Source: an optimization exercise on an open RTL-to-GDS flow (aim: small area and a short achievable clock period). Production flows keep margins and buffers that such runs may drop. The RTL was checked by simulation tests, not by an equivalence proof against the original design.

## flow/design.v (module list and top-level ports; edited modules follow where they fit)
// module rf_aoi3: 3 lines
// module rf_nand2: 3 lines
// module rf_nand3: 3 lines
// module rf_nand4: 3 lines
// module rf_or3: 3 lines
// module rf_bit: 12 lines
// module regfile: 12 lines
// module cpa64: 22 lines
// module zprefix: 16 lines
// module mbsel: 3 lines
// module mbxn: 3 lines
// module mfa: 4 lines
// module mult: 5160 lines
// module booth_enc: 12 lines
// module cpu: 182 lines
module cpu (clk, reset, imem_addr, imem_rdata, dmem_addr, dmem_we, dmem_wdata, dmem_rdata);
  // ...
==> flow/flow/run.sh <==
#!/bin/bash
# The standard layout (the standard.sh, with its synthesis unchanged),
# with these changes to how it is made:
# - the timing repair steps aim for a setup slack margin well above zero,
#   so that the layout is optimised for a shorter period than the clock's;
# - the port buffers are plain buffers (buf_2) rather than the flow's pick;
# - the dmem_rdata pins are placed as one group (flow/pins.tcl).
# The clock, the constraints and the design are the design's. Each ORFS
# step keeps its own log under orfs/logs/; make's output is in
# standard_flow.log.
set -euo pipefail
bash standard.sh \
  SETUP_SLACK_MARGIN=24 \
  TNS_END_PERCENT=10 \
  "BUFFER_PORTS_ARGS=-buffer_cell sky130_fd_sc_hd__buf_2" \
  "PRE_IO_PLACEMENT_TCL=$(pwd)/flow/pins.tcl" \
  finish > standard_flow.log 2>&1
==> flow/flow/pins.tcl <==
# Keep the 64 load-data input pins together on the die's edge, so that the
# logic that reads all of them at once (the zero test for CBZ) stays short.
set_io_pin_constraint -group -pin_names [get_ports {dmem_rdata*}]
==> flow/standard.sh <==
#!/bin/bash
# synth_recipe.tcl (not shown) runs the flow's synth.tcl, then flattens the netlist and writes it again
# the make line also repeats each setting of config.mk as NAME=value (left out here)
make -C /OpenROAD-flow-scripts/flow DESIGN_CONFIG=/design/flow/config.mk WORK_HOME=/design/flow/orfs CLKGATE_MAP_FILE= SYNTH_SCRIPT=/design/flow/synth_recipe.tcl "${@:-finish}"
==> flow/config.mk <==
export PLATFORM = sky130hd
export DESIGN_NAME = cpu
export DESIGN_NICKNAME = cpu
export VERILOG_FILES = /design/flow/design.v
export SDC_FILE = /design/flow/constraint.sdc
export NUM_CORES = 4
export LEC_CHECK = 0
export CAP_MARGIN = 35
export CORE_MARGIN = 2
export CORE_UTILIZATION = 35
export CTS_BUF_LIST = sky130_fd_sc_hd__clkbuf_8
export PLACE_DENSITY = 0.5
export SLEW_MARGIN = 25
export SYNTH_HIERARCHICAL = 1
export SYNTH_MINIMUM_KEEP_SIZE = 0
==> flow/constraint.sdc <==
create_clock -name core_clock -period 32.0 [get_ports {clk}]
set_input_delay 6.4000 -clock core_clock [delete_from_list [all_inputs] [get_ports {clk}]]
set_output_delay 6.4000 -clock core_clock [all_outputs]
set_load 0.01 [all_outputs]
==> flow_metrics.tcl, run 1 <==
set metrics [dict create \
    outcome "finished clean" \
    worst_setup_hold_path_clk_slew_ns 0.06 \
    layout_commonest_cell "sky130_fd_sc_hd__edfxtp_1" \
    ys_ff_latch 2626 \
    die_height_um 681 \
    finish.utilization_pct 42.6 \
    global_route_met1_utilization_pct 43.0 \
    rrSetupSlack_ns 23.38 \
    min-delay-path-class "register to register" \
    antenna_cells 143 \
    synth_area_leader_cell "sky130_fd_sc_hd__edfxtp_1" \
    detailedPlacementHpwl_um 571000 \
    synth_top_flop_cell "sky130_fd_sc_hd__edfxtp_1" \
    topRoutingLayerUsed "met5" \
    synth_common_cells "sky130_fd_sc_hd__edfxtp_1, sky130_fd_sc_hd__a222oi_1, sky130_fd_sc_hd__xor2_1, sky130_fd_sc_hd__a22o_1, sky130_fd_sc_hd__fa_1" \
    detail_route.wirelength.met1_um 307000 \
    whs_endpoint "M_memtoreg$_DFF_P_" \
    final_cell_count_no_fill 21200 \
    area_of_combinational_cells_with_multiple_inputs_um2 87800 \
    class_of_the_most_critical_setup_path "register to register" \
    most-common-layout-cells "sky130_fd_sc_hd__edfxtp_1, sky130_fd_sc_hd__a222oi_1, sky130_fd_sc_hd__xor2_1" \
    synthesis.yosys.warnings 9 \
    yosys-mux-area-fraction_pct 1.68 \
    netlist_instances 13300 \
    post-cts-setup-buffer-count 317 \
    synthDominantCellAreaShare_pct 37.1 \
    synth_top_family_by_area "compound AO/OA/AOI/OAI gates" \
    syn_area_per_cell_um2 12.1 \
    worstHoldStart "E_memtoreg$_DFF_P_" \
    yosys-top-cells-area "sky130_fd_sc_hd__edfxtp_1, sky130_fd_sc_hd__fa_1, sky130_fd_sc_hd__a222oi_1" \
    setup.worst_path.start "bOne[14]$_SDFF_PP0_" \
    die_x_um 681 \
    layout.area.seq_um2 73100 \
    detailroute.via_count 147000 \
    syn2layout_area_growth_pct 21.1 \
    finalMaxSlewViolations 0 \
    setup-tns-final_ns 0 \
]
==> run 2: changes to the inputs <==
==> flow/run.sh (new file) <==
#!/bin/bash
# synth_recipe.tcl (not shown) runs the flow's synth.tcl, then flattens the netlist and writes it again
# the make line also repeats each setting of config.mk as NAME=value (left out here)
make -C /OpenROAD-flow-scripts/flow DESIGN_CONFIG=/design/flow/config.mk WORK_HOME=/design/flow/orfs CLKGATE_MAP_FILE= SYNTH_SCRIPT=/design/flow/synth_recipe.tcl finish
--- a/flow/config.mk
+++ b/flow/config.mk
@@ -8,7 +8,7 @@
 export CAP_MARGIN = 35
 export CORE_MARGIN = 2
-export CORE_UTILIZATION = 35
-export CTS_BUF_LIST = sky130_fd_sc_hd__clkbuf_8
+export CORE_UTILIZATION = 30
 export PLACE_DENSITY = 0.5
+export SETUP_SLACK_MARGIN = 5
 export SLEW_MARGIN = 25
 export SYNTH_HIERARCHICAL = 1
removed: flow/flow/run.sh
removed: flow/flow/pins.tcl
removed: flow/standard.sh
==> flow_metrics.tcl, run 2 <==
set metrics [dict create \
    finalMaxSlewViolations 0 \
    antenna_violating_nets_post_route 0 \
    post-cts-setup-buffer-count 0 \
    yosys-top-cells-area "sky130_fd_sc_hd__edfxtp_1, sky130_fd_sc_hd__fa_1, sky130_fd_sc_hd__a222oi_1" \
    timing.final.hold_violations 0 \
    gp_congestion 1.06 \
    syn_area_per_cell_um2 12.1 \
    biggest_register "rf" \
    cp-start-kind "register" \
    track_usage_pct 28.6 \
    outcome "finished clean" \
    clk-insertion-delay-late_ns 0.97 \
    dp.cells 20600 \
    post_route_cells_drive_above_1_share_pct 10.0 \
    floorplan.die_area_um2 541000 \
    layout_commonest_cell "sky130_fd_sc_hd__edfxtp_1" \
    max-clock-path-buffers 4 \
    layout.nets 15100 \
    most-common-layout-cells "sky130_fd_sc_hd__edfxtp_1, sky130_fd_sc_hd__a222oi_1, sky130_fd_sc_hd__xor2_1" \
    worst_path_most_repeated_cell "sky130_fd_sc_hd__fa_1" \
    drv.max_cap_violation_count 0 \
    antenna_violations_before_repair 70 \
    class_of_the_most_critical_setup_path "register to register" \
    drt_iter0_markers 25700 \
    setup_viol_count_final 0 \
    final_cell_count_no_fill 21100 \
    timing.critical_path.to_type "register" \
    postCtsResizedCells 0 \
    detailroute.via_count 135000 \
    synth_top_flop_cell "sky130_fd_sc_hd__edfxtp_1" \
    hold_buffers 0 \
    syn2layout_area_growth_pct 14.8 \
    async_reset_ff_share_pct 0 \
    post-route-drc-count 0 \
    clock-skew-final_ns 0.109 \
    global_route_wire_length_before_repair_um 1090000 \
    routedWlPerCell_um 38.2 \
    synthDominantCellAreaShare_pct 37.1 \
    highest_cell_delay_on_the_worst_timing_path_ns 0.88 \
    fp-row-count 268 \
    ys_seq_area_share_pct 45.1 \
    worst-path-max-fanout 29 \
    max_slew_margin_pct 25.6 \
    numClockSinks 2626 \
    tritoncts "done" \
    synth_common_cells "sky130_fd_sc_hd__edfxtp_1, sky130_fd_sc_hd__a222oi_1, sky130_fd_sc_hd__xor2_1, sky130_fd_sc_hd__a22o_1, sky130_fd_sc_hd__fa_1" \
    postRouteWirelength_um 808000 \
    drt_pass1_iterations 14 \
    start_util_pct 30.1 \
    synth_edf_count 1984 \
    placeableCoreArea_um2 533000 \
    unrepaired_setup_endpoints_after_global_routing "false" \
    numCtsBuffers 281 \
    grt_start_max_net_pins 130 \
    clock.fmax_ghz 0.0931 \
    synthesis.yosys.warnings 9 \
    setup-tns-final_ns 0 \
    grt_overflow 0 \
    ys_ff_latch 2626 \
    final_min_period_over_clock_period_pct 33.6 \
    min-delay-path-class "register to register" \
    netlist_instances 13300 \
    cts.root.buffer_cell "sky130_fd_sc_hd__clkbuf_16" \
    netlist-cell-type-count 116 \
    timing.critical_path.required_ns 32.80 \
    vias_in_the_first_global_route 133000 \
    ios 291 \
    critPathArrivalTime_ns 11.54 \
    die_x_um 736 \
    per_cell_via_count_in_the_routed_design 6.41 \
    io_buffers 290 \
    synth_area_leader_cell "sky130_fd_sc_hd__edfxtp_1" \
    h-tree-depth 5 \
    detailedPlacementHpwl_um 541000 \
    netlist_area_um2 161000 \
    largest_register_ff_count 1984 \
    slowest_stage "sky130_fd_sc_hd__dfxtp_2" \
    post-route-min-period_ns 10.74 \
    worst-slew-pin-transition_ns 1.12 \
    worst_setup_hold_path_clk_slew_ns 0.06 \
    die_height_um 736 \
    library_cell_with_the_highest_instance_count_after_synthesis "sky130_fd_sc_hd__edfxtp_1" \
]
## run 2: cell counts after synthesis
Identical to the previous run, type by type.
## run 2: final timing paths
check	from	to	slack (ns)	cells past startpoint
setup / recovery	bOne[10]$_SDFF_PP0_	bTwo[28]$_SDFF_PP0_	21.26	28
hold / removal	E_memtoreg$_DFF_P_	M_memtoreg$_DFF_P_	0.33	0
setup reg to reg	bOne[10]$_SDFF_PP0_	bTwo[28]$_SDFF_PP0_	21.26	28
hold reg to reg	E_memtoreg$_DFF_P_	M_memtoreg$_DFF_P_	0.33	0
## run 2: layout make-up
cell class	count	area, um^2
tap	7020	8780
multi-input combinational	9787	84800
clock inverter	148	1770
sequential	2626	72800
clock buffer	351	7470
timing repair buffer	846	7460
fill	52700	348000
inverter	310	1170
antenna	55	138
## run 2: logic make-up after synthesis
group / count (synthesis) / share of synthesized area, %
flops: 2626 / 45.1
xor+xnor: 1440 / 7.87
other cells: 3 / 0.00701
simple gates: 3171 / 9.92
mux: 253 / 1.68
buf+inv: 870 / 2.55
fa+ha+maj: 1186 / 13.6
compound gates: 3703 / 19.2
## run 2: critical path, delay by kind of cell (launching register included)
family                     cells  cell delay (ns)
AOI/OAI and AO/OA              7             2.04
muxes                          1             0.52
xor gates and xnor gates       2             0.93
DFF                            1             0.88
buffers and inverters          2             0.75
and+or+nand+nor                7             1.40
adders and majority gates      9             4.02
## run 2: metrics by stage
stage | util [%] | setup WS, ns | hold WS (ns) | instance area, um^2
detailed placement | 32.8 | 21.13 | 0.315 | 175000
floorplan | - | 21.73 | 0.310 | 161000
global placement | 32.7 | 20.26 | 0.321 | 174000
CTS | 34.5 | 21.27 | 0.330 | 184000
global route | 34.6 | 21.13 | 0.337 | 184000
finish | 34.6 | 21.26 | 0.327 | 184000
## run 2: modules after synthesis (local to each module, per instance), a selection
module / copies in the design / cells inside / area [um^2] / flops+latches
cpu: 1 / 7019 / 98200 / 2626
mult: 1 / 258 / 1920 / 0
rf_aoi3: 1280 / 1 / 10.0 / 0
mbxn: 1024 / 1 / 8.76 / 0
rf_nand4: 256 / 1 / 6.26 / 0
rf_or3: 128 / 1 / 6.26 / 0
rf_nand3: 128 / 1 / 5.00 / 0
rf_nand2: 128 / 1 / 3.75 / 0
## run 2: per-layer routing
layer	GRT usage (%)	share of wire, %	vias to the layer above
met3	9.08	12	2401
li1	-	-	54200
met4	18.2	7.4	42
met1	34.3	36	68800
met2	44.5	44	10100
met5	0	0.034	-

## re-timing with driven ports
How much do the figures lean on ideal ports? The routed layouts below were timed once more, with nothing changed but the port constraints. Step 1 (the two cells are an assumption about what drives the block):
set clk [get_ports {clk}]
set_driving_cell -lib_cell sky130_fd_sc_hd__clkbuf_16 $clk
set_driving_cell -lib_cell sky130_fd_sc_hd__buf_2 [delete_from_list [all_inputs] $clk]
Step 2 also shifts input and output timing later by t, the mid clock arrival at the registers, as if the neighbouring blocks saw the same clock. Slacks: no drivers / after step 1 / after step 2; pairs: no drivers / after step 1.
run	t, ns	setup WS [ns]	worst setup path at the end	slew at the worst register clock pin (ns)	worst data-port slew with drivers (ns)
run 1	1.276	23.379 / 23.357 / 22.248	input to register	0.08 / 0.08	0.09
run 2	1.014	21.262 / 21.262 / 20.907	input to register	0.08 / 0.08	0.31
After both steps setup and hold are still met in every run listed. For run 1, which loses most, drivers alone change the setup slack by -0.022 ns; drivers and shift together by -1.131 ns.
